Optimization exercise on an open flow, not production practice.
RTL: at most simulated, not proved equivalent.
Function not checked: run 8.
Power: default activity.

File: design.v
`timescale 1ns / 1ps
module cla_carry #(
    parameter W = 32,
    parameter L = 5          
    ) (
    input wire [W-1:0] g,
    input wire [W-1:0] p,
    output wire c
    );
    wire [W-1:0] gk [0:L];   
    wire [W-1:0] pk [0:L];   
    assign gk[0] = g;
    assign pk[0] = p;
    genvar k, i;
    generate
        for (k = 1; k <= L; k = k + 1) begin : lvl
            for (i = 0; i < (W >> k); i = i + 1) begin : node
                assign gk[k][i] = gk[k-1][2*i+1] | (pk[k-1][2*i+1] & gk[k-1][2*i]);
                assign pk[k][i] = pk[k-1][2*i+1] & pk[k-1][2*i];
            end
            assign gk[k][W-1:(W >> k)] = {(W - (W >> k)){1'b0}};
            assign pk[k][W-1:(W >> k)] = {(W - (W >> k)){1'b0}};
        end
    endgenerate
    assign c = gk[L][0];
endmodule
`timescale 1ns / 1ps
module hft_fpga_low_latency(
    input wire core_clk,
    input wire reset,
    input wire cfg_we,
    input wire [1:0] cfg_addr,
    input wire [31:0] cfg_wdata,
    input wire [63:0] raw_market_data,
    input wire raw_valid,
    output wire [127:0] mg_tx_data,
    output wire mg_tx_valid
    );
    reg [31:0] threshold_n;      
    reg [31:0] risk_min_n;       
    reg [31:0] risk_max_n;       
    always @(posedge core_clk) begin
        if (reset) begin
            threshold_n <= ~32'd1000;
            risk_min_n <= ~32'd1000;
            risk_max_n <= ~32'd5000;
        end else if (cfg_we) begin
            case (cfg_addr)
                2'd0: threshold_n <= ~cfg_wdata;
                2'd1: risk_min_n <= ~cfg_wdata;
                2'd2: risk_max_n <= ~cfg_wdata;
                default: ;
            endcase
        end
    end
    wire [31:0] price = raw_market_data[31:0];
    wire below_threshold;    
    wire below_min;          
    wire above_max;          
    cla_carry #(.W(32), .L(5)) u_cmp_thr (
        .g(~(threshold_n | price)), .p(~(threshold_n & price)), .c(below_threshold));
    cla_carry #(.W(32), .L(5)) u_cmp_min (
        .g(~(risk_min_n | price)), .p(~(risk_min_n & price)), .c(below_min));
    cla_carry #(.W(32), .L(5)) u_cmp_max (
        .g(price & risk_max_n), .p(price | risk_max_n), .c(above_max));
    wire approve = raw_valid && (raw_market_data[63:56] == 8'h01) &&
                   below_threshold && !below_min && !above_max;
    reg [55:0] order_data;
    always @(posedge core_clk) begin
        order_data <= raw_market_data[55:0];
    end
    reg [31:0] order_seq;
    reg order_valid;
    reg order_count;
    wire [31:0] seq_ones_below;
    assign seq_ones_below[0] = 1'b1;
    genvar gi;
    generate
        for (gi = 1; gi < 32; gi = gi + 1) begin : g_ones
            assign seq_ones_below[gi] = &order_seq[gi-1:0];
        end
    endgenerate
    always @(posedge core_clk) begin
        if (reset) begin
            order_seq <= 32'd0;
            order_count <= 1'b0;
        end else begin
            order_seq <= order_seq ^ ({32{order_count}} & seq_ones_below);
            order_count <= approve;
        end
    end
    always @(posedge core_clk or posedge reset) begin
        if (reset)
            order_valid <= 1'b0;
        else
            order_valid <= approve;
    end
    assign mg_tx_data = {order_seq, 8'h01, order_data, 32'h0000_0000};
    assign mg_tx_valid = order_valid;
endmodule
File: flow/run.sh
#!/bin/bash
set -euo pipefail
cts_bufs=$(sed -n 's/^export CTS_BUF_LIST *= *//p' config.mk)
bash standard.sh synth > synth.log 2>&1
bash standard.sh finish \
  BUFFER_PORTS_ARGS="-buffer_cell sky130_fd_sc_hd__buf_1" \
  SKIP_REPAIR_TIE_FANOUT=1 \
  CTS_ARGS="-sink_clustering_enable -repair_clock_nets -dont_use_dummy_load -root_buf sky130_fd_sc_hd__clkbuf_16 -buf_list {$cts_bufs}" \
  > layout.log 2>&1
File: standard.sh
#!/bin/bash
# synth_recipe.tcl (not shown) runs the flow's synth.tcl, then flattens the netlist and writes it again
# the make line also repeats each setting of config.mk as NAME=value (left out here)
make -C /OpenROAD-flow-scripts/flow DESIGN_CONFIG=/design/flow/config.mk WORK_HOME=/design/flow/orfs CLKGATE_MAP_FILE= SYNTH_SCRIPT=/design/flow/synth_recipe.tcl "${@:-finish}"
File: config.mk
export PLATFORM = sky130hd
export DESIGN_NAME = hft_fpga_low_latency
export DESIGN_NICKNAME = hft_fpga_low_latency
export VERILOG_FILES = /design/flow/design.v
export SDC_FILE = /design/flow/constraint.sdc
export NUM_CORES = 4
export LEC_CHECK = 0
export ABC_AREA = 1
export CAP_MARGIN = 20
export CORE_MARGIN = 2
export CORE_UTILIZATION = 40
export CTS_BUF_LIST = sky130_fd_sc_hd__clkbuf_4 sky130_fd_sc_hd__clkbuf_8
export SETUP_SLACK_MARGIN = 2.23
export SLEW_MARGIN = 20
File: constraint.sdc
create_clock -name core_clock -period 4.0 [get_ports {core_clk}]
set_input_delay 0.8000 -clock core_clock [delete_from_list [all_inputs] [get_ports {core_clk}]]
set_output_delay 0.8000 -clock core_clock [all_outputs]
set_load 0.01 [all_outputs]
==> flow_metrics.env, run 1 <==
export IMPL_status="timing/DRC/antenna clean"
export IMPL_power_switching_mw=0.851
export IMPL_period_minus_slack_ns=1.72
export IMPL_synth_area_um2=7650
export IMPL_grt_pass1_vias=5971
export IMPL_cellLeakagePower_nw=3.73
export IMPL_period_share=0.430
export IMPL_cts_root_buf="clkbuf_16"
export IMPL_htreeDepth=4
export IMPL_routed_via_density=4.85
export IMPL_route_detailed_drc=0
export IMPL_clkPwrFrac=0.295
export IMPL_crit_path_end_kind="output pin"
export IMPL_busiest_layer="met2"
export IMPL_yosys_warnings=2
export IMPL_grt_pass1_wl_mm=28.4
export IMPL_clock_sinks=186
export IMPL_p_int_mw=2.46
export IMPL_ys_seq_area_frac=0.487
export IMPL_crit_fanout=5
export IMPL_synth_edf_count=0
export IMPL_critical_path_max_stage_delay_ns=0.39
export IMPL_criticalPathCategory="register to output pin"
export IMPL_rsz0062_at_grt="true"
export IMPL_syn_nets=1102
export IMPL_finish_net_count=1255
export IMPL_slew_viol_final=0
export IMPL_yosys_cell_types_count=43
export IMPL_syn_mean_instance_area_um2=7.66
export IMPL_cts_hold_buf=0
export IMPL_clockBufferDepth=2
export IMPL_fmax_mhz=582
export IMPL_cp_arrival_ns=0.92
export IMPL_worstSetupStartpointType="register"
export IMPL_use_met1=0.228
export IMPL_area_growth_pct=14.8
export IMPL_crit_chain="clkbuf_2"
export IMPL_drtPass1Iterations=5
export IMPL_drive_above_1_share=0.116
export IMPL_port_buffers=190
export IMPL_ir_drop_uv=250
export IMPL_async_reset_ff_frac=0.00538
export IMPL_dp_hpwl_mm=12.5
export IMPL_fp_dieW_um=142
export IMPL_io_pins=231
export IMPL_synth_ff_type="dfxtp_1"
export IMPL_grt_use_met3=0.0451
export IMPL_die_y_um=142
export IMPL_swShare=0.257
export IMPL_worstPathRequired_ns=3.20
export IMPL_combPwrFrac=0.109
export IMPL_gr_total_overflow=0
export IMPL_placed_area_um2=8270
export IMPL_cap_violations=0
export IMPL_hold_viol_final=0
export IMPL_p_seq_frac=0.595
export IMPL_worst_slew_pin_transition_ns=0.759
export IMPL_track_usage=0.174
export IMPL_setup_violations=0
export IMPL_synth_seq_cells=186
export IMPL_dr_total_vias=6722
export IMPL_power_density_nw_per_um2=377
export IMPL_cpMaxStageDelayCell="dfxtp_1"
export IMPL_grt_start_max_net_pins=93
export IMPL_start_util=0.408
export IMPL_place_congestion=0.823
export IMPL_cts_tree="yes"
export IMPL_wl_per_cell_um=12.8
export IMPL_cp_top_family="flip-flops"
export IMPL_synth_cells=999
export IMPL_design_area_um2=8790
export IMPL_cts_reportedPaths_clkPinSlew_ns=0.07
export IMPL_wl_mm=17.7
export IMPL_fillCellCount=1931
export IMPL_cts_inserted_buffers=17
export IMPL_ant_nets=0
export IMPL_path_buf_inv=1
export IMPL_die_area_um2=20300
export IMPL_placeableCoreArea_um2=18800
export IMPL_relSlewSlack=0.494
export IMPL_num_rows=50
export IMPL_met2_usage=0.289
export IMPL_clk_latency_ns=0.39
export IMPL_antenna_found_initial=1
export IMPL_fin_worst_skew_ns=0.0293
export IMPL_drtIter0Drc=251
export IMPL_tns_ns=0
export IMPL_hold_class="register to register"
==> synthesized netlist by cell type (all sizes together) (3+ instances only) <==
cell	count	area (µm²)
nand2	194	753
dfxtp	185	3700
a21oi	133	666
o21ai	132	661
nor2	110	470
inv	63	236
buf	50	350
nand3	33	190
clkbuf	23	96.3
or2	17	106
nor3	12	70.1
nand4	10	75.1
o22ai	9	56.3
a31oi	5	31.3
o22a	4	35.0
o211ai	3	22.5
==> metrics by stage <==
step           power [mW]  std cells  setup slack (ns)  utilization  hold slack (ns)
2_1_floorplan        2.25        999              2.24            -            0.442
3_3_place_gp         2.36       1356              1.61        0.441            0.454
3_5_place_dp         2.36       1356              1.56        0.441            0.460
4_1_cts              3.35       1378              2.22        0.458            0.465
5_1_grt              3.50       1384              2.19        0.468            0.456
6_report             3.31       1385              2.28        0.468            0.468
==> sequential cells by signal (all words and copies together) (netlist names) <==
signal       flops
order_count      1
risk_min_n      32
risk_max_n      32
order_seq       32
threshold_n     32
order_valid      1
order_data      56
==> logic make-up (layout without fill, tap and decap cells) <==
group	Yosys count	after routing	share of synthesized area
XOR/XNOR	1	1	0.00114
other	2	3	0.000981
flip-flops	186	186	0.487
adder cells (fa/ha/maj)	1	1	0.00163
buffers and inverters	137	288	0.0898
AO/OA/AOI/OAI	290	290	0.196
AND/OR/NAND/NOR	382	382	0.223
==> area by class of cell <==
class                           count  area (µm²)  area share
Sequential cell                   186        3750       0.427
Clock buffer                       17         245      0.0279
Timing Repair inverter              1        7.51    0.000854
Timing Repair Buffer              206         912       0.104
Antenna cell                        1        2.50    0.000285
Tap cell                          234         293      0.0333
Inverter                           64         251      0.0286
Multi-Input combinational cell    676        3320       0.378
==> worst paths after layout <==
check	start	endpoint	slack, ns	cells past startpoint
worst max-delay path	order_seq[4]$_SDFF_PP0_	mg_tx_data[100]	2.28	1
worst min-delay path	order_seq[18]$_SDFF_PP0_	order_seq[18]$_SDFF_PP0_	0.47	2
worst max register to register	order_seq[1]$_SDFF_PP0_	order_seq[19]$_SDFF_PP0_	2.36	9
worst min register to register	order_seq[18]$_SDFF_PP0_	order_seq[18]$_SDFF_PP0_	0.47	2
max in group asynchronous	reset	order_valid$_DFF_PP0_	3.15	2
min in group asynchronous	reset	order_valid$_DFF_PP0_	0.51	2
==> layer usage <==
metal,vias to the layer above,routed length (µm)
li1,3576,-
met1,2983,8580
met2,152,8080
met3,11,938
met4,0,146
met5,-,0
==> power groups by stage <==
| stage | Clock, mW | Sequential (mW) | Combinational, mW |
|---|---|---|---|
| 6_report | 0.979 | 1.97 | 0.362 |
| 5_1_grt | 1.10 | 1.98 | 0.417 |
| 4_1_cts | 1.02 | 1.97 | 0.353 |
| 3_5_place_dp | 0 | 2.02 | 0.348 |
| 3_3_place_gp | 0 | 2.02 | 0.344 |
| 2_1_floorplan | 0 | 2.02 | 0.230 |
==> cells in the final DEF, fill, tap and decap left out, drive strengths merged, types with 3 or more instances in the layout <==
master,instances
or2,17
o211ai,3
clkbuf,45
clkinvlp,4
nand2,194
o21ai,132
o22ai,9
inv,61
buf,178
nor3,12
nand3,33
dfxtp,185
a31oi,5
nand4,10
o22a,4
nor2,110
a21oi,133
==> timing repair <==
item / 4_1_cts / 5_1_grt
pin swaps: 1 / 7
buffers inserted: 4 / 6
setup endpoints to repair: 47 / 115
gates resized for setup: 16 / 70
cloned: 1 / 0
Testbench counts, summed over its fixed seeds: latency cycles 3,243, orders 3,243.
==> run 2: changes to the inputs <==
--- a/flow/run.sh
+++ b/flow/run.sh
@@ -4,6 +4,6 @@
 bash standard.sh synth > synth.log 2>&1
 bash standard.sh finish \
   BUFFER_PORTS_ARGS="-buffer_cell sky130_fd_sc_hd__buf_1" \
-  SKIP_REPAIR_TIE_FANOUT=1 \
+  SKIP_REPAIR_TIE_FANOUT=1 SKIP_GATE_CLONING=1 \
   CTS_ARGS="-sink_clustering_enable -repair_clock_nets -dont_use_dummy_load -root_buf sky130_fd_sc_hd__clkbuf_16 -buf_list {$cts_bufs}" \
   > layout.log 2>&1
--- a/config.mk
+++ b/config.mk
@@ -10,5 +10,5 @@
 export CORE_MARGIN = 2
 export CORE_UTILIZATION = 40
 export CTS_BUF_LIST = sky130_fd_sc_hd__clkbuf_4 sky130_fd_sc_hd__clkbuf_8
-export SETUP_SLACK_MARGIN = 2.23
+export SETUP_SLACK_MARGIN = 2.22
 export SLEW_MARGIN = 20
==> run 2 against run 1 <==
Via count increased by 0.16%. Worst setup slack worse by 0.00060 ns. Global-route usage barely moved. Sequential share of layout area hardly changed. Sequential power hardly changed. Critical path type unchanged. Largest cell class unchanged.
==> flow_metrics.env, run 2 <==
export IMPL_period_share=0.430
export IMPL_yosys_area_top_type="dfxtp_1"
export IMPL_dp_hpwl_mm=12.5
export IMPL_synth_area_top_cells="dfxtp_1 (48%), nand2_1 (9.3%), a21oi_1 (8.7%)"
export IMPL_yosys_warnings=2
export IMPL_ant_nets=0
export IMPL_die_area_um2=20300
export IMPL_slew_viol_final=0
export IMPL_synthXorXnorAreaFrac=0.00114
export IMPL_rsz0062_at_grt="true"
export IMPL_clock_sinks=186
export IMPL_die_y_um=142
export IMPL_grt_pass1_vias=5953
export IMPL_status="timing/DRC/antenna clean"
export IMPL_port_buffers=190
export IMPL_track_usage=0.174
export IMPL_fp_dieW_um=142
export IMPL_layout_commonest_cell="nand2_1"
export IMPL_synth_common_cells="nand2_1 (190), dfxtp_1 (185), a21oi_1 (133)"
export IMPL_ys_seq_area_frac=0.487
export IMPL_worst_slew_pin_transition_ns=0.750
export IMPL_design_area_um2=8770
export IMPL_final_cell_mix="nand2_1 (189), dfxtp_1 (170), buf_1 (162)"
export IMPL_async_reset_ff_frac=0.00538
export IMPL_regMostFlops="order_data"
export IMPL_grt_pass1_wl_mm=28.4
export IMPL_fin_worst_skew_ns=0.0278
export IMPL_largest_register_ffs=56
export IMPL_hold_viol_final=0
export IMPL_crit_path_end_kind="output pin"
export IMPL_place_congestion=0.823
export IMPL_yosys_cell_types_count=43
export IMPL_drtPass1Iterations=5
export IMPL_synth_edf_count=0
export IMPL_area_growth_pct=14.6
export IMPL_hold_class="register to register"
export IMPL_path_buf_inv=1
export IMPL_crit_fanout=4
export IMPL_start_util=0.408
export IMPL_cp_top_family="flip-flops"
export IMPL_cts_tree="yes"
export IMPL_dr_total_vias=6733
export IMPL_synth_cells=999
export IMPL_finish_net_count=1255
export IMPL_htreeDepth=4
export IMPL_clk_latency_ns=0.39
export IMPL_route_detailed_drc=0
export IMPL_drive_above_1_share=0.110
export IMPL_gr_total_overflow=0
export IMPL_tns_ns=0
export IMPL_fillCellCount=1937
export IMPL_synth_area_um2=7650
export IMPL_cp_arrival_ns=0.92
export IMPL_syn_mean_instance_area_um2=7.66
export IMPL_synth_ff_type="dfxtp_1"
export IMPL_criticalPathCategory="register to output pin"
export IMPL_setup_violations=0
export IMPL_cellLeakagePower_nw=3.71
export IMPL_num_rows=50
export IMPL_routed_via_density=4.86
export IMPL_worstSetupStartpointType="register"
export IMPL_syn_nets=1102
export IMPL_relSlewSlack=0.500
export IMPL_yosys_area_share_simple=0.223
export IMPL_grt_start_max_net_pins=93
export IMPL_crit_chain="clkbuf_2"
export IMPL_cts_inserted_buffers=17
export IMPL_ir_drop_uv=251
export IMPL_period_minus_slack_ns=1.72
export IMPL_worstPathRequired_ns=3.20
export IMPL_power_density_nw_per_um2=378
export IMPL_cts_reportedPaths_clkPinSlew_ns=0.09
export IMPL_synth_top_area_share=0.484
export IMPL_cts_root_buf="clkbuf_16"
export IMPL_placed_area_um2=8270
export IMPL_synth_top_family_by_area="simple AND/OR/NAND/NOR gates"
export IMPL_synth_compound_area_frac=0.196
export IMPL_wl_mm=17.7
export IMPL_synth_seq_cells=186
export IMPL_cpMaxStageDelayCell="dfxtp_1"
export IMPL_fmax_mhz=581
export IMPL_placeableCoreArea_um2=18800
export IMPL_antenna_found_initial=1
export IMPL_synth_most_common_cell="nand2_1"
export IMPL_clockBufferDepth=2
export IMPL_synthAdderAreaFrac=0.00164
export IMPL_drtIter0Drc=274
export IMPL_cap_violations=0
export IMPL_yosys_mux_area_fraction=0
export IMPL_critical_path_max_stage_delay_ns=0.38
export IMPL_io_pins=231
export IMPL_wl_per_cell_um=12.7
-- run 2: kinds of logic (layout without fill, tap and decap cells) --
| logic type | Yosys count | after routing |
|---|---|---|
| other | 2 | 4 |
| adders and majority gates | 1 | 1 |
| and+or+nand+nor | 382 | 382 |
| buffers and inverters | 137 | 288 |
| xor gates and xnor gates | 1 | 1 |
| AOI/OAI and AO/OA | 290 | 290 |
| DFF | 186 | 186 |
-- run 2: through the flow --
step | total power, mW | hold WS [ns] | utilization | setup slack [ns] | std cells
3_3_place_gp | 2.36 | 0.454 | 0.441 | 1.61 | 1356
6_report | 3.31 | 0.467 | 0.467 | 2.28 | 1386
3_5_place_dp | 2.36 | 0.460 | 0.441 | 1.56 | 1356
5_1_grt | 3.50 | 0.456 | 0.467 | 2.19 | 1384
2_1_floorplan | 2.25 | 0.442 | - | 2.24 | 999
4_1_cts | 3.35 | 0.465 | 0.458 | 2.23 | 1378
-- run 2: worst paths after layout --
kind	start	cells after the start	end	slack, ns
setup / recovery	order_seq[9]$_SDFF_PP0_	1	mg_tx_data[105]	2.28
hold / removal	order_seq[18]$_SDFF_PP0_	2	order_seq[18]$_SDFF_PP0_	0.47
setup reg to reg	order_seq[1]$_SDFF_PP0_	9	order_seq[19]$_SDFF_PP0_	2.34
hold reg to reg	order_seq[18]$_SDFF_PP0_	2	order_seq[18]$_SDFF_PP0_	0.47
max in group asynchronous	reset	2	order_valid$_DFF_PP0_	3.15
min in group asynchronous	reset	2	order_valid$_DFF_PP0_	0.51
-- run 2: layer usage --
metal,GRT usage,wire length (µm),up-vias,part of all wire
met2,0.284,7960,172,0.45
li1,-,-,3580,-
met4,0.0459,161,0,0.0091
met3,0.0451,1010,15,0.057
met1,0.230,8530,2966,0.48
met5,0,0,-,0
-- run 2: layout make-up --
type	count	area (µm²)	share of cell area
Clock buffer	17	245	0.0280
Timing Repair Buffer	207	916	0.104
Antenna cell	2	5.00	0.000571
Inverter	64	251	0.0287
Multi-Input combinational cell	676	3310	0.377
Tap cell	234	293	0.0334
Sequential cell	186	3750	0.428
-- run 2: what timing repair did --
| item | 4_1_cts | 5_1_grt |
|---|---|---|
| resized for setup | 16 | 60 |
| buffers inserted | 5 | 6 |
| cloned | 0 | 0 |
| pin swaps | 1 | 7 |
| setup endpoints to repair | 47 | 106 |
| hold buffers | 0 | 0 |
-- run 2: power breakdown --
part           switching (mW)  leakage (nW)  internal (mW)  total (mW)
clock                   0.576         0.127          0.403       0.980
sequential             0.0422          1.55           1.93        1.97
combinational           0.233          2.04          0.129       0.362
==> run 3: changes to the inputs <==
==> flow/run.sh (replaced) <==
#!/bin/bash
set -euo pipefail
cts_bufs=$(sed -n 's/^export CTS_BUF_LIST *= *//p' config.mk)
bash standard.sh synth > synth.log 2>&1
bash standard.sh finish \
  BUFFER_PORTS_ARGS="-buffer_cell sky130_fd_sc_hd__buf_1" \
  SKIP_REPAIR_TIE_FANOUT=1 SETUP_MOVE_SEQUENCE=unbuffer,sizeup,swap,buffer \
  CTS_ARGS="-sink_clustering_enable -repair_clock_nets -dont_use_dummy_load -root_buf sky130_fd_sc_hd__clkbuf_16 -buf_list {$cts_bufs}" \
  > layout.log 2>&1
==> run 3 against run 2 <==
Utilization is essentially flat. Register-to-register slack about the same. Combinational power is essentially flat. Die area did not move. Critical path type is now input port to register. Largest power group unchanged.
==> flow_metrics.env, run 3 <==
export IMPL_status="timing/DRC/antenna clean"
export IMPL_drtIter0Drc=256
export IMPL_finish_net_count=1251
export IMPL_crit_fanout=30
export IMPL_p_int_mw=2.46
export IMPL_r2r_end="order_seq[19]$_SDFF_PP0_"
export IMPL_wl_per_cell_um=12.8
export IMPL_power_density_nw_per_um2=378
export IMPL_cts_reportedPaths_clkPinSlew_ns=0.07
export IMPL_r2r_slack_ns=2.34
export IMPL_num_rows=50
export IMPL_min_from="order_seq[18]$_SDFF_PP0_"
export IMPL_synth_top_area_share=0.484
export IMPL_die_y_um=142
export IMPL_critical_path_max_stage_delay_ns=0.34
export IMPL_power_switching_mw=0.853
export IMPL_fin_worst_skew_ns=0.0288
export IMPL_period_minus_slack_ns=1.83
export IMPL_ant_nets=0
export IMPL_setup_violations=0
export IMPL_p_seq_frac=0.595
export IMPL_synth_most_common_cell="nand2_1"
export IMPL_routed_wl_met2_mm=8.04
export IMPL_hold_class="register to register"
export IMPL_yosys_area_top_type="dfxtp_1"
export IMPL_area_growth_pct=14.7
export IMPL_reg2reg_depth=9
export IMPL_tns_ns=0
export IMPL_routed_wl_met3_mm=1.04
export IMPL_placeableCoreArea_um2=18800
export IMPL_hold_viol_final=0
export IMPL_yosys_cell_types_count=43
export IMPL_wl_mm=17.6
export IMPL_cap_violations=0
export IMPL_async_reset_ff_frac=0.00538
export IMPL_crit_chain="buf_8 > inv_4 > nor3_2 > buf_4 > clkinvlp_4 > buf_12 > a21oi_1 > o21ai_0"
export IMPL_clk_latency_ns=0.39
export IMPL_period_share=0.457
export IMPL_ir_drop_uv=251
export IMPL_criticalPathCategory="input port to register"
export IMPL_cts_inserted_buffers=17
export IMPL_cpMaxStageDelayCell="clkinvlp_4"
export IMPL_regMostFlops="order_data"
export IMPL_finalPower_mw=3.32
export IMPL_drive_above_1_share=0.113
export IMPL_worstPathRequired_ns=4.26
export IMPL_track_usage=0.173
export IMPL_slew_viol_final=0
export IMPL_cts_root_buf="clkbuf_16"
export IMPL_clkPwrFrac=0.296
export IMPL_placed_area_um2=8270
export IMPL_clockBufferDepth=2
export IMPL_antenna_found_initial=1
export IMPL_holdPathEnd="order_seq[18]$_SDFF_PP0_"
export IMPL_dp_hpwl_mm=12.5
export IMPL_rsz0062_at_grt="true"
export IMPL_syn_mean_instance_area_um2=7.66
export IMPL_largest_register_ffs=56
export IMPL_dr_total_vias=6701
export IMPL_worstSetupStartpointType="input port"
export IMPL_startpoint="cfg_we"
export IMPL_synth_common_cells="nand2_1 (190), dfxtp_1 (185), a21oi_1 (133)"
export IMPL_syn_nets=1102
export IMPL_cellLeakagePower_nw=3.70
export IMPL_synth_seq_cells=186
export IMPL_grt_start_max_net_pins=93
export IMPL_yosys_warnings=2
export IMPL_relSlewSlack=0.475
export IMPL_start_util=0.408
export IMPL_grt_pass1_vias=5945
export IMPL_final_cell_mix="nand2_1 (189), dfxtp_1 (170), buf_1 (161)"
export IMPL_die_area_um2=20300
export IMPL_swShare=0.257
export IMPL_fmax_mhz=547
export IMPL_cts_tree="yes"
export IMPL_cp_arrival_ns=2.08
export IMPL_ys_seq_area_frac=0.487
export IMPL_port_buffers=190
export IMPL_dr_max_layer_used="met4"
export IMPL_fillCellCount=1929
export IMPL_synth_cells=999
export IMPL_synth_ff_type="dfxtp_1"
export IMPL_grt_pass1_wl_mm=28.2
export IMPL_routed_via_density=4.85
export IMPL_synth_area_top_cells="dfxtp_1 (48%), nand2_1 (9.3%), a21oi_1 (8.7%)"
export IMPL_crit_path_end_kind="register"
export IMPL_combPwrFrac=0.110
export IMPL_synth_edf_count=0
export IMPL_htreeDepth=4
export IMPL_cts_hold_buf=0
export IMPL_fp_dieW_um=142
export IMPL_reg2reg_from="order_seq[1]$_SDFF_PP0_"
export IMPL_layout_commonest_cell="nand2_1"
export IMPL_route_detailed_drc=0
export IMPL_drtPass1Iterations=4
export IMPL_io_pins=231
export IMPL_synth_area_um2=7650
export IMPL_design_area_um2=8780
export IMPL_clock_sinks=186
export IMPL_gr_total_overflow=0
export IMPL_wirelength_met1_mm=8.40
export IMPL_worst_slew_pin_transition_ns=0.788
export IMPL_hold_path_depth=2
export IMPL_place_congestion=0.823
-- run 3: metal layers --
layer | up-vias | track usage
met2 | 167 | 0.286
met5 | - | 0
met1 | 2953 | 0.227
met3 | 9 | 0.0454
li1 | 3572 | -
met4 | 0 | 0.0427
-- run 3: worst max-delay path, delay by kind of cell --
kind	cells	cell delay, ns
buffers and inverters	5	0.91
and+or+nand+nor	1	0.15
AOI/OAI and AO/OA	2	0.21
-- run 3: worst max-delay path by stage --
stage | to | slack [ns] | cells after the start
global route | threshold_n[11]$_SDFFE_PP1P_ | 2.06 | 8
CTS | threshold_n[11]$_SDFFE_PP1P_ | 2.09 | 8
detailed placement | threshold_n[11]$_SDFFE_PP1P_ | 1.56 | 7
global placement | threshold_n[23]$_SDFFE_PP1P_ | 1.61 | 7
floorplan | threshold_n[12]$_SDFFE_PP1P_ | 2.24 | 5
finish | threshold_n[4]$_SDFFE_PP1P_ | 2.17 | 8
-- run 3: repair_timing --
action,in CTS,in global routing
pin swaps,1,10
endpoints found under the setup margin,47,107
resized for setup,19,75
buffers inserted,5,2
-- run 3: layout make-up --
cell class / instances / area [µm²] / share of cell area
Timing Repair Buffer: 203 / 902 / 0.103
Clock buffer: 17 / 245 / 0.0279
Tap cell: 234 / 293 / 0.0334
Sequential cell: 186 / 3750 / 0.428
Inverter: 64 / 254 / 0.0289
Multi-Input combinational cell: 676 / 3330 / 0.379
Antenna cell: 1 / 2.50 / 0.000285
-- run 3: logic make-up (layout without fill, tap and decap cells) --
kind of cell | Yosys count | in the layout | synth area share
xor+xnor | 1 | 1 | 0.00114
other cells | 2 | 3 | 0.000981
compound gates | 290 | 290 | 0.196
buf+inv | 137 | 284 | 0.0898
fa+ha+maj | 1 | 1 | 0.00163
simple gates | 382 | 382 | 0.223
flops | 186 | 186 | 0.487
-- run 3: power by group through the flow --
stage	Sequential, mW	Combinational, mW	Clock (mW)
floorplan	2.02	0.230	0
global route	1.98	0.418	1.10
finish	1.97	0.363	0.981
detailed placement	2.02	0.348	0
global placement	2.02	0.344	0
CTS	1.97	0.354	1.02
-- run 3: metrics by stage --
| step | worst slack, ns | std cells | hold WS (ns) | utilization |
|---|---|---|---|---|
| after detailed placement | 1.56 | 1356 | 0.460 | 0.441 |
| after floorplan | 2.24 | 999 | 0.442 | - |
| after CTS | 2.09 | 1378 | 0.465 | 0.459 |
| final | 2.17 | 1381 | 0.467 | 0.468 |
| after global routing | 2.06 | 1380 | 0.456 | 0.468 |
| after global placement | 1.61 | 1356 | 0.454 | 0.441 |
==> run 4: changes to the inputs <==
==> flow/run.sh (replaced) <==
#!/bin/bash
set -euo pipefail
cts_bufs=$(sed -n 's/^export CTS_BUF_LIST *= *//p' config.mk)
cts_size=$(sed -n 's/^export CTS_CLUSTER_SIZE *= *//p' config.mk)
cts_diam=$(sed -n 's/^export CTS_CLUSTER_DIAMETER *= *//p' config.mk)
cts_more=""
if [[ -n "$cts_size" ]]; then cts_more="$cts_more -sink_clustering_size $cts_size"; fi
if [[ -n "$cts_diam" ]]; then cts_more="$cts_more -sink_clustering_max_diameter $cts_diam"; fi
bash standard.sh synth > synth.log 2>&1
bash standard.sh finish \
  BUFFER_PORTS_ARGS="-buffer_cell sky130_fd_sc_hd__buf_1" \
  SKIP_REPAIR_TIE_FANOUT=1 \
  CTS_ARGS="-sink_clustering_enable -repair_clock_nets -dont_use_dummy_load -root_buf sky130_fd_sc_hd__clkbuf_16 -buf_list {$cts_bufs}$cts_more" \
  > layout.log 2>&1
--- a/config.mk
+++ b/config.mk
@@ -10,5 +10,6 @@
 export CORE_MARGIN = 2
 export CORE_UTILIZATION = 40
 export CTS_BUF_LIST = sky130_fd_sc_hd__clkbuf_4 sky130_fd_sc_hd__clkbuf_8
+export CTS_CLUSTER_SIZE = 10
 export SETUP_SLACK_MARGIN = 2.22
 export SLEW_MARGIN = 20
==> run 4 against run 3 <==
Synthesized cell count unchanged. Power down 0.14%. Global-route usage up 0.11 points. Still clean. Synthesized area unchanged. Die area unchanged. Clock skew about the same. Design area down 0.23%. Critical path type is now register to output pin. Maximum frequency up 6.3%. Non-clock buffer count up 3. Largest cell class unchanged. First-iteration DRC count up 2.3%.
==> flow_metrics.env, run 4 <==
export IMPL_syn_mean_instance_area_um2=7.66
export IMPL_synth_edf_count=0
export IMPL_layout_commonest_cell="nand2_1"
export IMPL_wl_per_cell_um=12.8
export IMPL_largest_register_ffs=56
export IMPL_routed_via_density=4.84
export IMPL_fillCellCount=1934
export IMPL_clockBufferDepth=2
export IMPL_hold_viol_final=0
export IMPL_synth_seq_cells=186
export IMPL_cts_inserted_buffers=17
export IMPL_regMostFlops="order_data"
export IMPL_design_area_um2=8760
export IMPL_ir_drop_uv=250
export IMPL_rsz0062_at_grt="true"
export IMPL_cp_arrival_ns=0.92
export IMPL_cp_top_family="flip-flops"
export IMPL_synth_top_area_share=0.484
export IMPL_tns_ns=0
export IMPL_seq_area_um2=3750
export IMPL_ant_nets=0
export IMPL_track_usage=0.174
export IMPL_multi_input_area_um2=3300
export IMPL_setup_violations=0
export IMPL_gr_total_overflow=0
export IMPL_cap_violations=0
export IMPL_yosys_area_top_type="dfxtp_1"
export IMPL_criticalPathCategory="register to output pin"
export IMPL_die_y_um=142
export IMPL_crit_chain="clkbuf_2"
export IMPL_dr_total_vias=6707
export IMPL_dp_hpwl_mm=12.5
export IMPL_wl_mm=17.7
export IMPL_placed_area_um2=8270
export IMPL_die_area_um2=20300
export IMPL_synth_area_top_cells="dfxtp_1 (48%), nand2_1 (9.3%), a21oi_1 (8.7%)"
export IMPL_ys_seq_area_frac=0.487
export IMPL_crit_fanout=4
export IMPL_grt_pass1_wl_mm=28.4
export IMPL_drtIter0Drc=262
export IMPL_period_share=0.430
export IMPL_fp_dieW_um=142
export IMPL_num_rows=50
export IMPL_route_detailed_drc=0
export IMPL_place_congestion=0.823
export IMPL_power_density_nw_per_um2=378
export IMPL_hold_class="register to register"
export IMPL_clk_latency_ns=0.39
export IMPL_path_buf_inv=1
export IMPL_cellLeakagePower_nw=3.71
export IMPL_grt_start_max_net_pins=93
export IMPL_drive_above_1_share=0.109
export IMPL_worstPathRequired_ns=3.20
export IMPL_antenna_found_initial=1
export IMPL_io_pins=231
export IMPL_area_growth_pct=14.4
export IMPL_drtPass1Iterations=5
export IMPL_worst_slew_pin_transition_ns=0.752
export IMPL_crit_path_end_kind="output pin"
export IMPL_slew_viol_final=0
export IMPL_synth_ff_type="dfxtp_1"
export IMPL_yosys_warnings=2
export IMPL_critical_path_max_stage_delay_ns=0.38
export IMPL_grt_pass1_vias=5971
export IMPL_port_buffers=190
export IMPL_status="timing/DRC/antenna clean"
export IMPL_cts_tree="yes"
export IMPL_finalPower_mw=3.31
export IMPL_relSlewSlack=0.498
export IMPL_fmax_mhz=582
export IMPL_synth_common_cells="nand2_1 (190), dfxtp_1 (185), a21oi_1 (133)"
export IMPL_worstSetupStartpointType="register"
export IMPL_syn_nets=1102
export IMPL_period_minus_slack_ns=1.72
export IMPL_synth_area_um2=7650
export IMPL_synth_cells=999
export IMPL_placeableCoreArea_um2=18800
export IMPL_cts_reportedPaths_clkPinSlew_ns=0.09
export IMPL_final_cell_mix="nand2_1 (189), dfxtp_1 (170), buf_1 (162)"
export IMPL_finish_net_count=1255
export IMPL_fin_worst_skew_ns=0.0288
export IMPL_start_util=0.408
export IMPL_async_reset_ff_frac=0.00538
export IMPL_clock_sinks=186
export IMPL_htreeDepth=4
export IMPL_cts_root_buf="clkbuf_16"
export IMPL_synth_most_common_cell="nand2_1"
export IMPL_yosys_cell_types_count=43
export IMPL_cpMaxStageDelayCell="dfxtp_1"
## run 4: stage by stage
step	hold WS, ns	setup slack [ns]	util	instances
3_3_place_gp	0.454	1.61	0.441	1356
3_5_place_dp	0.460	1.56	0.441	1356
5_1_grt	0.456	2.19	0.466	1384
6_report	0.467	2.28	0.467	1385
4_1_cts	0.465	2.22	0.458	1378
2_1_floorplan	0.442	2.24	-	999
## run 4: final timing paths
| kind | start | to | slack [ns] | depth (start not counted) |
|---|---|---|---|---|
| max reg2reg | order_seq[1]$_SDFF_PP0_ | order_seq[19]$_SDFF_PP0_ | 2.34 | 9 |
| max in group asynchronous | reset | order_valid$_DFF_PP0_ | 3.15 | 2 |
| min | order_seq[18]$_SDFF_PP0_ | order_seq[18]$_SDFF_PP0_ | 0.47 | 2 |
| max | order_seq[9]$_SDFF_PP0_ | mg_tx_data[105] | 2.28 | 1 |
| min in group asynchronous | reset | order_valid$_DFF_PP0_ | 0.52 | 2 |
| min reg2reg | order_seq[18]$_SDFF_PP0_ | order_seq[18]$_SDFF_PP0_ | 0.47 | 2 |
## run 4: timing repair
| action | in CTS | in global routing |
|---|---|---|
| buffers inserted | 4 | 6 |
| gates resized for setup | 16 | 58 |
| hold buffers | 0 | 0 |
| setup endpoints to repair | 47 | 107 |
| cloned | 1 | 0 |
| pin swaps | 1 | 7 |
## run 4: power by group
part | total [mW] | leakage [nW] | switching, mW | internal, mW
logic | 0.361 | 2.03 | 0.233 | 0.128
registers | 1.97 | 1.55 | 0.0421 | 1.93
clock network | 0.979 | 0.127 | 0.576 | 0.403
total | 3.31 | 3.71 | 0.850 | 2.46
## run 4: area by class of cell
class / instances / share of cell area
timing repair inverter: 1 / 0.000857
antenna: 1 / 0.000286
tap: 234 / 0.0334
sequential: 186 / 0.428
inverter: 64 / 0.0287
clock buffer: 17 / 0.0280
multi-input combinational: 676 / 0.377
timing repair buffer: 206 / 0.103
## run 4: worst register-to-register path, cell delays in order (launching register included)
cell	delay, ns
dfxtp_2	0.37
nand4_2	0.15
nor2_4	0.19
nand2_4	0.10
nor2_8	0.13
nand3_4	0.12
nor2_8	0.19
nand2_1	0.11
o21ai_1	0.13
a21oi_1	0.06
## run 4: routing by layer
metal	GRT usage	share of wire	wire length (µm)	vias to the layer above
met1	0.228	0.49	8590	2963
met2	0.289	0.45	7980	158
met3	0.0451	0.055	978	9
met5	0	0	0	-
li1	-	-	-	3577
met4	0.0422	0.0072	128	0
## run 4: cell families (layout without fill, tap and decap cells)
group                      after synthesis  after routing  synth area share
buffers and inverters                  137            288            0.0898
adders and majority gates                1              1           0.00163
xor gates and xnor gates                 1              1           0.00114
AOI/OAI and AO/OA                      290            290             0.196
DFF                                    186            186             0.487
and+or+nand+nor                        382            382             0.223
other                                    2              3          0.000981
==> run 5: changes to the inputs <==
--- a/config.mk
+++ b/config.mk
@@ -10,6 +10,6 @@
 export CORE_MARGIN = 2
 export CORE_UTILIZATION = 40
 export CTS_BUF_LIST = sky130_fd_sc_hd__clkbuf_4 sky130_fd_sc_hd__clkbuf_8
-export CTS_CLUSTER_SIZE = 10
+export CTS_CLUSTER_DIAMETER = 50
 export SETUP_SLACK_MARGIN = 2.22
 export SLEW_MARGIN = 20
==> run 5 against run 4 <==
Combinational power hardly changed. Hold slack stayed put. Largest power group unchanged. Critical endpoint unchanged. Highest routed layer unchanged. Clock skew stayed put.
==> flow_metrics.env, run 5 <==
export IMPL_setup_violations=0
export IMPL_yosys_mux_area_fraction=0
export IMPL_hold_class="register to register"
export IMPL_multi_input_area_um2=3300
export IMPL_finalPower_mw=3.31
export IMPL_worstPathRequired_ns=3.20
export IMPL_cpMaxStageDelayCell="dfxtp_1"
export IMPL_ys_seq_area_frac=0.487
export IMPL_power_density_nw_per_um2=378
export IMPL_cts_root_buf="clkbuf_16"
export IMPL_clock_sinks=186
export IMPL_cts_inserted_buffers=17
export IMPL_reg2reg_from="order_seq[1]$_SDFF_PP0_"
export IMPL_syn_mean_instance_area_um2=7.66
export IMPL_yosys_area_share_simple=0.223
export IMPL_synth_ff_type="dfxtp_1"
export IMPL_r2r_slack_ns=2.34
export IMPL_cts_reportedPaths_clkPinSlew_ns=0.09
export IMPL_combPwrFrac=0.109
export IMPL_die_area_um2=20300
export IMPL_yosys_warnings=2
export IMPL_cts_hold_buf=0
export IMPL_clockBufferDepth=2
export IMPL_fillCellCount=1934
export IMPL_worstSetupStartpointType="register"
export IMPL_antenna_found_initial=1
export IMPL_final_cell_mix="nand2_1 (189), dfxtp_1 (170), buf_1 (162)"
export IMPL_power_switching_mw=0.850
export IMPL_cap_violations=0
export IMPL_start_util=0.408
export IMPL_area_growth_pct=14.4
export IMPL_placeableCoreArea_um2=18800
export IMPL_period_share=0.430
export IMPL_die_y_um=142
export IMPL_cp_top_family="flip-flops"
export IMPL_htreeDepth=4
export IMPL_crit_path_end_kind="output pin"
export IMPL_critical_path_max_stage_delay_ns=0.38
export IMPL_synth_common_cells="nand2_1 (190), dfxtp_1 (185), a21oi_1 (133)"
export IMPL_yosys_cell_types_count=43
export IMPL_track_usage=0.174
export IMPL_synth_top_area_share=0.484
export IMPL_largest_register_ffs=56
export IMPL_io_pins=231
export IMPL_synth_compound_area_frac=0.196
export IMPL_worst_slew_pin_transition_ns=0.752
export IMPL_synth_edf_count=0
export IMPL_drtPass1Iterations=5
export IMPL_ant_nets=0
export IMPL_place_congestion=0.823
export IMPL_criticalPathCategory="register to output pin"
export IMPL_finish_net_count=1255
export IMPL_synth_area_um2=7650
export IMPL_period_minus_slack_ns=1.72
export IMPL_gr_total_overflow=0
export IMPL_seq_area_um2=3750
export IMPL_startpoint="order_seq[9]$_SDFF_PP0_"
export IMPL_layout_commonest_cell="nand2_1"
export IMPL_cp_depth=1
export IMPL_async_reset_ff_frac=0.00538
export IMPL_routed_via_density=4.84
export IMPL_slew_viol_final=0
export IMPL_dr_total_vias=6707
export IMPL_syn_nets=1102
export IMPL_rsz0062_at_grt="true"
export IMPL_status="timing/DRC/antenna clean"
export IMPL_yosys_area_top_type="dfxtp_1"
export IMPL_regMostFlops="order_data"
export IMPL_grt_pass1_vias=5971
export IMPL_clkPwrFrac=0.296
export IMPL_tns_ns=0
export IMPL_route_detailed_drc=0
export IMPL_synth_most_common_cell="nand2_1"
export IMPL_port_buffers=190
export IMPL_path_buf_inv=1
export IMPL_grt_start_max_net_pins=93
export IMPL_grt_pass1_wl_mm=28.4
export IMPL_cellLeakagePower_nw=3.71
export IMPL_cp_arrival_ns=0.92
export IMPL_hold_viol_final=0
export IMPL_synth_area_top_cells="dfxtp_1 (48%), nand2_1 (9.3%), a21oi_1 (8.7%)"
export IMPL_crit_chain="clkbuf_2"
export IMPL_num_rows=50
export IMPL_synth_cells=999
export IMPL_p_int_mw=2.46
export IMPL_swShare=0.257
export IMPL_ir_drop_uv=250
export IMPL_fin_worst_skew_ns=0.0288
export IMPL_crit_path_end="mg_tx_data[105]"
export IMPL_fmax_mhz=582
export IMPL_drive_above_1_share=0.109
export IMPL_synth_seq_cells=186
export IMPL_relSlewSlack=0.498
export IMPL_p_seq_frac=0.595
export IMPL_synth_top_family_by_area="simple AND/OR/NAND/NOR gates"
export IMPL_cts_tree="yes"
export IMPL_wl_per_cell_um=12.8
export IMPL_timing_final_ws_setup_ns=2.28
export IMPL_clk_latency_ns=0.39
export IMPL_fp_dieW_um=142
export IMPL_r2r_end="order_seq[19]$_SDFF_PP0_"
export IMPL_wl_mm=17.7
export IMPL_crit_fanout=4
export IMPL_synthAdderAreaFrac=0.00164
export IMPL_drtIter0Drc=262
export IMPL_pre_cts_ws_ns=1.56
export IMPL_synthXorXnorAreaFrac=0.00114
export IMPL_reg2reg_depth=9
export IMPL_dp_hpwl_mm=12.5
run 5: cell counts after synthesis:
Identical to the previous run, type by type.
run 5: cell families (layout without fill, tap and decap cells):
family | Yosys count | after routing
fa+ha+maj | 1 | 1
xor+xnor | 1 | 1
buf+inv | 137 | 288
compound gates | 290 | 290
flops | 186 | 186
other cells | 2 | 3
simple gates | 382 | 382
run 5: how the worst min path moves through the flow:
stage	end	startpoint	cells after the start
6_report	order_seq[18]$_SDFF_PP0_	order_seq[18]$_SDFF_PP0_	2
5_1_grt	order_data[53]$_DFF_P_	raw_market_data[53]	1
4_1_cts	order_data[52]$_DFF_P_	raw_market_data[52]	1
3_5_place_dp	order_seq[18]$_SDFF_PP0_	order_seq[18]$_SDFF_PP0_	2
3_3_place_gp	threshold_n[14]$_SDFFE_PP1P_	threshold_n[14]$_SDFFE_PP1P_	2
2_1_floorplan	risk_max_n[0]$_SDFFE_PP1P_	risk_max_n[0]$_SDFFE_PP1P_	2
run 5: power by group through the flow:
stage | combinational [mW] | clock, mW | sequential, mW
finish | 0.361 | 0.979 | 1.97
global route | 0.416 | 1.10 | 1.98
CTS | 0.353 | 1.02 | 1.97
detailed placement | 0.348 | 0 | 2.02
global placement | 0.344 | 0 | 2.02
floorplan | 0.230 | 0 | 2.02
run 5: what timing repair did:
item | 4_1_cts | 5_1_grt
setup endpoints to repair | 47 | 107
setup buffers | 4 | 6
resized for setup | 16 | 58
endpoints found under the hold margin | 0 | 0
cloned | 1 | 0
pin swaps | 1 | 7
run 5: metrics by stage:
step           utilization  area (µm²)  instances  hold slack (ns)
3_3_place_gp         0.441        8270       1356            0.454
5_1_grt              0.466        8750       1384            0.456
6_report             0.467        8760       1385            0.467
3_5_place_dp         0.441        8270       1356            0.460
4_1_cts              0.458        8590       1378            0.465
2_1_floorplan            -        7660        999            0.442
run 5: cell type report:
type	instances	area share
Sequential cell	186	0.428
Multi-Input combinational cell	676	0.377
Timing Repair Buffer	206	0.103
Tap cell	234	0.0334
Inverter	64	0.0287
Clock buffer	17	0.0280
Timing Repair inverter	1	0.000857
Antenna cell	1	0.000286
run 5: metal layers:
| layer | track usage | vias to the layer above | wire, µm |
|---|---|---|---|
| met3 | 0.0451 | 9 | 978 |
| met2 | 0.289 | 158 | 7980 |
| met1 | 0.228 | 2963 | 8590 |
| met4 | 0.0422 | 0 | 128 |
| li1 | - | 3577 | - |
| met5 | 0 | - | 0 |
==> run 6: changes to the inputs <==
--- a/config.mk
+++ b/config.mk
@@ -10,6 +10,6 @@
 export CORE_MARGIN = 2
 export CORE_UTILIZATION = 40
 export CTS_BUF_LIST = sky130_fd_sc_hd__clkbuf_4 sky130_fd_sc_hd__clkbuf_8
-export CTS_CLUSTER_DIAMETER = 50
+export CTS_CLUSTER_SIZE = 25
 export SETUP_SLACK_MARGIN = 2.22
 export SLEW_MARGIN = 20
==> run 6 against run 5 <==
Still clean on timing, DRC and antenna. Wire length unchanged. Sequential power about the same. Combinational power hardly changed. Clock power barely moved. Power unchanged. Register-to-register slack is essentially flat. Die area unchanged. Synthesized area stayed put. Worst setup slack is the same. Largest power group unchanged. Highest routed layer unchanged.
==> flow_metrics.env, run 6 <==
export IMPL_path_buf_inv=1
export IMPL_cp_arrival_ns=0.92
export IMPL_synth_common_cells="nand2_1 (190), dfxtp_1 (185), a21oi_1 (133)"
export IMPL_pre_cts_ws_ns=1.56
export IMPL_cp_depth=1
export IMPL_synth_seq_cells=186
export IMPL_tns_ns=0
export IMPL_drtIter0Drc=262
export IMPL_route_detailed_drc=0
export IMPL_grt_start_max_net_pins=93
export IMPL_crit_chain="clkbuf_2"
export IMPL_reg2reg_depth=9
export IMPL_num_rows=50
export IMPL_ys_seq_area_frac=0.487
export IMPL_gr_total_overflow=0
export IMPL_slew_viol_final=0
export IMPL_cts_hold_buf=0
export IMPL_crit_fanout=4
export IMPL_cts_reportedPaths_clkPinSlew_ns=0.09
export IMPL_period_minus_slack_ns=1.72
export IMPL_cpMaxStageDelayCell="dfxtp_1"
export IMPL_yosys_cell_types_count=43
export IMPL_setup_violations=0
export IMPL_largest_register_ffs=56
export IMPL_worst_slew_pin_transition_ns=0.752
export IMPL_relSlewSlack=0.498
export IMPL_synth_cells=999
export IMPL_reg2reg_from="order_seq[1]$_SDFF_PP0_"
export IMPL_hold_viol_final=0
export IMPL_cts_inserted_buffers=17
export IMPL_synth_area_um2=7650
export IMPL_port_buffers=190
export IMPL_cts_root_buf="clkbuf_16"
export IMPL_fin_worst_skew_ns=0.0288
export IMPL_drtPass1Iterations=5
export IMPL_period_share=0.430
export IMPL_die_area_um2=20300
export IMPL_crit_path_end_kind="output pin"
export IMPL_grt_pass1_wl_mm=28.4
export IMPL_cts_tree="yes"
export IMPL_finish_net_count=1255
export IMPL_wl_mm=17.7
export IMPL_yosys_area_top_type="dfxtp_1"
export IMPL_area_growth_pct=14.4
export IMPL_layout_commonest_cell="nand2_1"
export IMPL_criticalPathCategory="register to output pin"
export IMPL_async_reset_ff_frac=0.00538
export IMPL_synth_area_top_cells="dfxtp_1 (48%), nand2_1 (9.3%), a21oi_1 (8.7%)"
export IMPL_place_congestion=0.823
export IMPL_fp_dieW_um=142
export IMPL_power_density_nw_per_um2=378
export IMPL_antenna_found_initial=1
export IMPL_worstPathRequired_ns=3.20
export IMPL_synth_top_area_share=0.484
export IMPL_timing_final_ws_setup_ns=2.28
export IMPL_drive_above_1_share=0.109
export IMPL_clock_sinks=186
export IMPL_worstSetupStartpointType="register"
export IMPL_io_pins=231
export IMPL_ir_drop_uv=250
export IMPL_synth_ff_type="dfxtp_1"
export IMPL_regMostFlops="order_data"
export IMPL_clk_latency_ns=0.39
export IMPL_cap_violations=0
export IMPL_critical_path_max_stage_delay_ns=0.38
export IMPL_die_y_um=142
export IMPL_synth_edf_count=0
export IMPL_dp_hpwl_mm=12.5
export IMPL_cellLeakagePower_nw=3.71
export IMPL_placeableCoreArea_um2=18800
export IMPL_synth_most_common_cell="nand2_1"
export IMPL_clockBufferDepth=2
export IMPL_placed_area_um2=8270
export IMPL_track_usage=0.174
export IMPL_syn_mean_instance_area_um2=7.66
export IMPL_status="timing/DRC/antenna clean"
export IMPL_final_cell_mix="nand2_1 (189), dfxtp_1 (170), buf_1 (162)"
export IMPL_wl_per_cell_um=12.8
export IMPL_dr_total_vias=6707
export IMPL_rsz0062_at_grt="true"
export IMPL_hold_class="register to register"
export IMPL_design_area_um2=8760
export IMPL_r2r_end="order_seq[19]$_SDFF_PP0_"
export IMPL_syn_nets=1102
export IMPL_routed_via_density=4.84
export IMPL_r2r_slack_ns=2.34
export IMPL_ant_nets=0
export IMPL_crit_path_end="mg_tx_data[105]"
export IMPL_start_util=0.408
export IMPL_cp_top_family="flip-flops"
export IMPL_startpoint="order_seq[9]$_SDFF_PP0_"
export IMPL_htreeDepth=4
export IMPL_yosys_warnings=2
export IMPL_grt_pass1_vias=5971
export IMPL_fmax_mhz=582
[run 6: cell counts in the layout (fill, tap and decap cells not counted)]
No cell type changed its count.
[run 6: cell families (layout without fill, tap and decap cells)]
kind of cell    after synthesis  after routing  synth area share
xor+xnor                      1              1           0.00114
flops                       186            186             0.487
other cells                   2              3          0.000981
simple gates                382            382             0.223
fa+ha+maj                     1              1           0.00163
buf+inv                     137            288            0.0898
compound gates              290            290             0.196
[run 6: stage by stage]
step	total power [mW]	util	cells	hold WS, ns
after floorplan	2.25	-	999	0.442
after global placement	2.36	0.441	1356	0.454
after detailed placement	2.36	0.441	1356	0.460
after CTS	3.35	0.458	1378	0.465
after global routing	3.50	0.466	1384	0.456
final	3.31	0.467	1385	0.467
[run 6: how the worst min path moves through the flow]
stage | cells after the start | startpoint | end | slack [ns]
finish | 2 | order_seq[18]$_SDFF_PP0_ | order_seq[18]$_SDFF_PP0_ | 0.47
global route | 1 | raw_market_data[53] | order_data[53]$_DFF_P_ | 0.46
CTS | 1 | raw_market_data[52] | order_data[52]$_DFF_P_ | 0.46
detailed placement | 2 | order_seq[18]$_SDFF_PP0_ | order_seq[18]$_SDFF_PP0_ | 0.46
global placement | 2 | threshold_n[14]$_SDFFE_PP1P_ | threshold_n[14]$_SDFFE_PP1P_ | 0.45
floorplan | 2 | risk_max_n[0]$_SDFFE_PP1P_ | risk_max_n[0]$_SDFFE_PP1P_ | 0.44
[run 6: power breakdown]
part	total (mW)	switching [mW]	internal, mW
Clock	0.979	0.576	0.403
Sequential	1.97	0.0421	1.93
Combinational	0.361	0.233	0.128
[run 6: layout make-up]
cell class | count | area, µm²
flip-flops and latches | 186 | 3750
multi-input cells | 676 | 3300
repair buffers | 206 | 901
diodes | 1 | 2.50
clock buffers | 17 | 245
inverters | 64 | 251
well taps | 234 | 293
repair inverters | 1 | 7.51
fillers | 1934 | 10000
[run 6: repair_timing]
item / CTS / global route
hold endpoints to repair: 0 / 0
setup buffers: 4 / 6
gates resized for setup: 16 / 58
cloned: 1 / 0
endpoints found under the setup margin: 47 / 107
pin swaps: 1 / 7
[run 6: routing by layer]
layer | part of all wire | GRT usage | vias to the layer above | wire length (µm)
met5 | 0 | 0 | - | 0
li1 | - | - | 3577 | -
met1 | 0.49 | 0.228 | 2963 | 8590
met3 | 0.055 | 0.0451 | 9 | 978
met2 | 0.45 | 0.289 | 158 | 7980
met4 | 0.0072 | 0.0422 | 0 | 128
[run 6: worst register-to-register path, stage by stage (launching register included)]
cell	delay (ns)
dfxtp_2	0.37
nand4_2	0.15
nor2_4	0.19
nand2_4	0.10
nor2_8	0.13
nand3_4	0.12
nor2_8	0.19
nand2_1	0.11
o21ai_1	0.13
a21oi_1	0.06
==> run 7: changes to the inputs <==
--- a/config.mk
+++ b/config.mk
@@ -10,6 +10,7 @@
 export CORE_MARGIN = 2
 export CORE_UTILIZATION = 40
 export CTS_BUF_LIST = sky130_fd_sc_hd__clkbuf_4 sky130_fd_sc_hd__clkbuf_8
-export CTS_CLUSTER_SIZE = 25
+export CTS_CLUSTER_DIAMETER = 80
+export CTS_CLUSTER_SIZE = 20
 export SETUP_SLACK_MARGIN = 2.22
 export SLEW_MARGIN = 20
==> run 7 against run 6 <==
Clock skew unchanged. Critical path depth unchanged. Global-route usage unchanged. Cell count unchanged. Synthesized area unchanged. Wire length unchanged. Hold slack unchanged. Die area unchanged. Critical path type unchanged. Critical endpoint unchanged.
==> flow_metrics.env, run 7 <==
export IMPL_die_y_um=142
export IMPL_tns_ns=0
export IMPL_num_rows=50
export IMPL_status="timing/DRC/antenna clean"
export IMPL_grt_start_max_net_pins=93
export IMPL_htreeDepth=4
export IMPL_antenna_found_initial=1
export IMPL_regMostFlops="order_data"
export IMPL_synth_top_area_share=0.484
export IMPL_start_util=0.408
export IMPL_drtPass1Iterations=5
export IMPL_holdWs_ns=0.467
export IMPL_worstPathRequired_ns=3.20
export IMPL_final_cell_mix="nand2_1 (189), dfxtp_1 (170), buf_1 (162)"
export IMPL_pre_cts_ws_ns=1.56
export IMPL_ys_seq_area_frac=0.487
export IMPL_p_seq_frac=0.595
export IMPL_fmax_mhz=582
export IMPL_fin_worst_skew_ns=0.0288
export IMPL_slew_viol_final=0
export IMPL_area_growth_pct=14.4
export IMPL_drtIter0Drc=262
export IMPL_r2r_end="order_seq[19]$_SDFF_PP0_"
export IMPL_min_from="order_seq[18]$_SDFF_PP0_"
export IMPL_routed_via_density=4.84
export IMPL_io_pins=231
export IMPL_hold_path_depth=2
export IMPL_r2r_slack_ns=2.34
export IMPL_crit_chain="clkbuf_2"
export IMPL_worst_slew_pin_transition_ns=0.752
export IMPL_async_reset_ff_frac=0.00538
export IMPL_busiest_layer="met2"
export IMPL_yosys_cell_types_count=43
export IMPL_finish_net_count=1255
export IMPL_ir_drop_uv=250
export IMPL_largest_register_ffs=56
export IMPL_path_buf_inv=1
export IMPL_power_density_nw_per_um2=378
export IMPL_synth_area_um2=7650
export IMPL_hold_viol_final=0
export IMPL_yosys_area_top_type="dfxtp_1"
export IMPL_syn_mean_instance_area_um2=7.66
export IMPL_yosys_warnings=2
export IMPL_cellLeakagePower_nw=3.71
export IMPL_dr_total_vias=6707
export IMPL_cp_top_family="flip-flops"
export IMPL_met2_usage=0.289
export IMPL_grt_pass1_vias=5971
export IMPL_swShare=0.257
export IMPL_hold_class="register to register"
export IMPL_reg2reg_from="order_seq[1]$_SDFF_PP0_"
export IMPL_wl_per_cell_um=12.8
export IMPL_combPwrFrac=0.109
export IMPL_placeableCoreArea_um2=18800
export IMPL_route_detailed_drc=0
export IMPL_cpMaxStageDelayCell="dfxtp_1"
export IMPL_gr_total_overflow=0
export IMPL_syn_nets=1102
export IMPL_holdPathEnd="order_seq[18]$_SDFF_PP0_"
export IMPL_synth_area_top_cells="dfxtp_1 (48%), nand2_1 (9.3%), a21oi_1 (8.7%)"
export IMPL_clkPwrFrac=0.296
export IMPL_cts_tree="yes"
export IMPL_rsz0062_at_grt="true"
export IMPL_clock_sinks=186
export IMPL_finalPower_mw=3.31
export IMPL_fillCellCount=1934
export IMPL_place_congestion=0.823
export IMPL_crit_fanout=4
export IMPL_wl_mm=17.7
export IMPL_cts_inserted_buffers=17
export IMPL_use_met1=0.228
export IMPL_setup_violations=0
export IMPL_grt_use_met3=0.0451
export IMPL_timing_final_ws_setup_ns=2.28
export IMPL_clk_latency_ns=0.39
export IMPL_die_area_um2=20300
export IMPL_crit_path_end_kind="output pin"
export IMPL_cts_reportedPaths_clkPinSlew_ns=0.09
export IMPL_power_switching_mw=0.850
export IMPL_cap_violations=0
export IMPL_ant_nets=0
export IMPL_p_int_mw=2.46
export IMPL_reg2reg_depth=9
export IMPL_cp_arrival_ns=0.92
export IMPL_synth_cells=999
export IMPL_clockBufferDepth=2
export IMPL_grt_pass1_wl_mm=28.4
export IMPL_criticalPathCategory="register to output pin"
export IMPL_cts_root_buf="clkbuf_16"
export IMPL_track_usage=0.174
export IMPL_synth_seq_cells=186
export IMPL_worstSetupStartpointType="register"
export IMPL_synth_ff_type="dfxtp_1"
export IMPL_synth_common_cells="nand2_1 (190), dfxtp_1 (185), a21oi_1 (133)"
export IMPL_critical_path_max_stage_delay_ns=0.38
export IMPL_period_share=0.430
export IMPL_synth_edf_count=0
export IMPL_period_minus_slack_ns=1.72
export IMPL_dp_hpwl_mm=12.5
export IMPL_synth_most_common_cell="nand2_1"
export IMPL_drive_above_1_share=0.109
export IMPL_layout_commonest_cell="nand2_1"
export IMPL_port_buffers=190
export IMPL_relSlewSlack=0.498
export IMPL_post_route_util=0.467
export IMPL_fp_dieW_um=142
export IMPL_cts_hold_buf=0
==> run 7: timing repair <==
| item | CTS | global route |
|---|---|---|
| cloned | 1 | 0 |
| pin swaps | 1 | 7 |
| buffers inserted | 4 | 6 |
| gates resized for setup | 16 | 58 |
| setup endpoints to repair | 47 | 107 |
==> run 7: final cells by class <==
class	instances	area, µm²	area share
timing repair inverter	1	7.51	0.000857
antenna	1	2.50	0.000286
clock buffer	17	245	0.0280
multi-input combinational	676	3300	0.377
timing repair buffer	206	901	0.103
inverter	64	251	0.0287
tap	234	293	0.0334
sequential	186	3750	0.428
==> run 7: worst max-delay path by stage <==
stage	start	to	slack (ns)	cells after the start
2_1_floorplan	cfg_addr[1]	threshold_n[12]$_SDFFE_PP1P_	2.24	5
3_3_place_gp	cfg_addr[1]	threshold_n[23]$_SDFFE_PP1P_	1.61	7
3_5_place_dp	cfg_addr[1]	threshold_n[11]$_SDFFE_PP1P_	1.56	7
4_1_cts	cfg_we	threshold_n[26]$_SDFFE_PP1P_	2.22	6
5_1_grt	raw_market_data[31]	order_count$_SDFF_PP0_	2.19	12
6_report	order_seq[9]$_SDFF_PP0_	mg_tx_data[105]	2.28	1
==> run 7: layer usage <==
layer | vias up | wire length [µm]
li1 | 3577 | -
met1 | 2963 | 8590
met2 | 158 | 7980
met3 | 9 | 978
met4 | 0 | 128
met5 | - | 0
==> run 7: cell families after synthesis <==
group	count (synthesis)	synth area share
simple gates	382	0.223
flops	186	0.487
fa+ha+maj	1	0.00163
compound gates	290	0.196
other cells	2	0.000981
buf+inv	137	0.0898
xor+xnor	1	0.00114
==> run 7: metrics by stage <==
step / instance area, µm² / std cells
after global placement: 8270 / 1356
after CTS: 8590 / 1378
final: 8760 / 1385
after global routing: 8750 / 1384
after floorplan: 7660 / 999
after detailed placement: 8270 / 1356
==> run 7: power by group through the flow <==
stage	clock network [mW]	logic, mW	registers, mW
after detailed placement	0	0.348	2.02
after global placement	0	0.344	2.02
after floorplan	0	0.230	2.02
final	0.979	0.361	1.97
after global routing	1.10	0.416	1.98
after CTS	1.02	0.353	1.97
==> run 8: changes to the inputs <==
--- a/design.v
+++ b/design.v
@@ -72,12 +72,23 @@
     reg [31:0] order_seq;
     reg order_valid;
     reg order_count;
-    wire [31:0] seq_ones_below;
-    assign seq_ones_below[0] = 1'b1;
-    genvar gi;
+    wire [7:0] seq_group_ones;   
+    wire [7:0] seq_group_carry;  
+    wire [31:0] seq_toggle;
+    genvar gk;
     generate
-        for (gi = 1; gi < 32; gi = gi + 1) begin : g_ones
-            assign seq_ones_below[gi] = &order_seq[gi-1:0];
+        for (gk = 0; gk < 8; gk = gk + 1) begin : g_seq
+            wire [3:0] s = order_seq[4*gk+3:4*gk];
+            assign seq_group_ones[gk] = &s;
+            if (gk == 0) begin : g_first
+                assign seq_group_carry[gk] = order_count;
+            end else begin : g_next
+                assign seq_group_carry[gk] = order_count & (&seq_group_ones[gk-1:0]);
+            end
+            assign seq_toggle[4*gk]   = seq_group_carry[gk];
+            assign seq_toggle[4*gk+1] = seq_group_carry[gk] & s[0];
+            assign seq_toggle[4*gk+2] = seq_group_carry[gk] & s[0] & s[1];
+            assign seq_toggle[4*gk+3] = seq_group_carry[gk] & s[0] & s[1] & s[2];
         end
     endgenerate
     always @(posedge core_clk) begin
@@ -85,7 +96,7 @@
             order_seq <= 32'd0;
             order_count <= 1'b0;
         end else begin
-            order_seq <= order_seq ^ ({32{order_count}} & seq_ones_below);
+            order_seq <= order_seq ^ seq_toggle;
             order_count <= approve;
         end
     end
==> flow/run.sh (replaced) <==
#!/bin/bash
set -euo pipefail
cts_bufs=$(sed -n 's/^export CTS_BUF_LIST *= *//p' config.mk)
bash standard.sh synth > synth.log 2>&1
bash standard.sh finish \
  BUFFER_PORTS_ARGS="-buffer_cell sky130_fd_sc_hd__buf_1" \
  SKIP_REPAIR_TIE_FANOUT=1 \
  CTS_ARGS="-sink_clustering_enable -repair_clock_nets -dont_use_dummy_load -buf_list {$cts_bufs}" \
  > layout.log 2>&1
--- a/config.mk
+++ b/config.mk
@@ -10,7 +10,5 @@
 export CORE_MARGIN = 2
 export CORE_UTILIZATION = 40
 export CTS_BUF_LIST = sky130_fd_sc_hd__clkbuf_4 sky130_fd_sc_hd__clkbuf_8
-export CTS_CLUSTER_DIAMETER = 80
-export CTS_CLUSTER_SIZE = 20
-export SETUP_SLACK_MARGIN = 2.22
+export SETUP_SLACK_MARGIN = 2.2
 export SLEW_MARGIN = 20
==> run 8 against run 7 <==
Die area decreased by 2.1%. Global-route usage decreased by 0.38 points. Utilization increased by 0.41 points. Sequential share of layout area increased by 0.42 points. Worst setup slack got worse by 0.17 ns. Sequential power about the same. Via count decreased by 6.5%. Design area decreased by 0.47%. Count of clock-buffer cells in the layout unchanged. Hold slack got worse by 0.059 ns. Highest routed layer unchanged. Power decreased by 1.1%.
==> flow_metrics.env, run 8 <==
export IMPL_p_int_mw=2.43
export IMPL_worst_slew_pin_transition_ns=0.574
export IMPL_reg2reg_from="order_seq[3]$_SDFF_PP0_"
export IMPL_cp_arrival_ns=2.19
export IMPL_fmax_mhz=529
export IMPL_die_y_um=141
export IMPL_cts_root_buf="clkbuf_8"
export IMPL_placeableCoreArea_um2=18500
export IMPL_layout_commonest_cell="nand2_1"
export IMPL_dp_hpwl_mm=12.1
export IMPL_crit_path_end_kind="register"
export IMPL_clkPwrFrac=0.289
export IMPL_slew_viol_final=0
export IMPL_synth_cells=949
export IMPL_post_route_util=0.471
export IMPL_ant_nets=0
export IMPL_hold_viol_final=0
export IMPL_antenna_found_initial=1
export IMPL_finish_net_count=1227
export IMPL_relSlewSlack=0.617
export IMPL_min_from="raw_market_data[48]"
export IMPL_synth_most_common_cell="dfxtp_1"
export IMPL_wl_mm=17.0
export IMPL_drtPass1Iterations=4
export IMPL_p_seq_frac=0.602
export IMPL_cap_violations=0
export IMPL_power_density_nw_per_um2=376
export IMPL_cts_inserted_buffers=17
export IMPL_layout_cells_non_filler=1334
export IMPL_io_pins=231
export IMPL_syn_nets=1075
export IMPL_syn_mean_instance_area_um2=7.89
export IMPL_area_growth_pct=16.4
export IMPL_hold_class="input port to register"
export IMPL_placed_cells=1306
export IMPL_holdPathEnd="order_data[48]$_DFF_P_"
export IMPL_synth_ff_type="dfxtp_1"
export IMPL_clk_latency_ns=0.47
export IMPL_period_share=0.472
export IMPL_num_rows=50
export IMPL_combPwrFrac=0.109
export IMPL_place_congestion=0.770
export IMPL_status="timing/DRC/antenna clean"
export IMPL_routed_via_density=4.70
export IMPL_crit_fanout=4
export IMPL_seq_area_um2=3770
export IMPL_rsz0062_at_grt="true"
export IMPL_grt_pass1_wl_mm=27.2
export IMPL_crit_chain="nand4_1 > nor3_2 > nand3_1 > inv_2 > nand2_4 > nor4_4 > ha_2 > ha_4 > ha_4 > xnor2_2 > nor2_1"
[run 8: cell types whose count changed in the layout (fill, tap and decap cells not counted), sizes merged, moves of 4 or more]
cell,previous run,this run
a21oi,133,113
nand2,194,161
nand3,33,24
clkbuf,41,37
nand4,10,5
o21ai,132,123
clkinvlp,4,0
inv,61,67
ha,1,24
or2,17,7
nor3,12,6
nor2,110,119
xnor2,1,8
[run 8: cell families (layout without fill, tap and decap cells)]
logic type | after synthesis | count (layout) | synth area share
AO/OA/AOI/OAI | 259 | 259 | 0.179
buffers and inverters | 139 | 289 | 0.0899
other | 2 | 3 | 0.00100
flip-flops | 186 | 186 | 0.498
XOR/XNOR | 8 | 8 | 0.00936
adder cells (fa/ha/maj) | 24 | 24 | 0.0401
AND/OR/NAND/NOR | 331 | 331 | 0.182
[run 8: critical path: cells and delay by family, from the launching register on]
| family | cells | cell delay [ns] |
|---|---|---|
| simple gates | 6 | 0.66 |
| xor+xnor | 1 | 0.11 |
| buf+inv | 1 | 0.09 |
| flops | 1 | 0.37 |
| fa+ha+maj | 3 | 0.49 |
[run 8: per-layer routing]
layer | global-route usage | share of wire
met1 | 0.230 | 0.49
met5 | 0 | 0
met2 | 0.266 | 0.44
met4 | 0.0511 | 0.014
met3 | 0.0510 | 0.060
[run 8: what timing repair did]
item	CTS	global route
gates cloned	0	0
buffers inserted	2	8
setup endpoints to repair	74	94
resized for setup	67	51
pin swaps	0	2
[run 8: metrics by stage]
step,setup slack (ns),cell area (µm²),hold WS (ns),power (mW)
6_report,2.11,8720,0.409,3.28
3_5_place_dp,1.63,8120,0.460,2.37
4_1_cts,2.09,8510,0.360,3.33
3_3_place_gp,1.69,8120,0.451,2.36
5_1_grt,1.96,8710,0.363,3.46
2_1_floorplan,2.20,7500,0.442,2.26
[run 8: final cells by class]
type / count / area share
diodes: 1 / 0.000287
clock buffers: 17 / 0.0268
inverters: 68 / 0.0296
multi-input cells: 624 / 0.372
flip-flops and latches: 186 / 0.433
well taps: 234 / 0.0336
repair buffers: 204 / 0.105
[run 8: worst max path at each step]
stage / cells after the start / from / slack [ns] / end
2_1_floorplan: 11 / order_seq[6]$_SDFF_PP0_ / 2.20 / order_seq[31]$_SDFF_PP0_
3_3_place_gp: 6 / cfg_addr[1] / 1.69 / threshold_n[21]$_SDFFE_PP1P_
3_5_place_dp: 7 / cfg_we / 1.63 / threshold_n[14]$_SDFFE_PP1P_
4_1_cts: 11 / order_seq[3]$_SDFF_PP0_ / 2.09 / order_seq[31]$_SDFF_PP0_
5_1_grt: 11 / order_seq[3]$_SDFF_PP0_ / 1.96 / order_seq[31]$_SDFF_PP0_
6_report: 11 / order_seq[3]$_SDFF_PP0_ / 2.11 / order_seq[31]$_SDFF_PP0_
[run 8: power groups by stage]
stage | Combinational, mW | Clock (mW) | Sequential (mW)
after floorplan | 0.234 | 0 | 2.02
after global placement | 0.350 | 0 | 2.01
after detailed placement | 0.354 | 0 | 2.02
after CTS | 0.358 | 1.00 | 1.97
after global routing | 0.410 | 1.06 | 1.98
final | 0.358 | 0.947 | 1.97
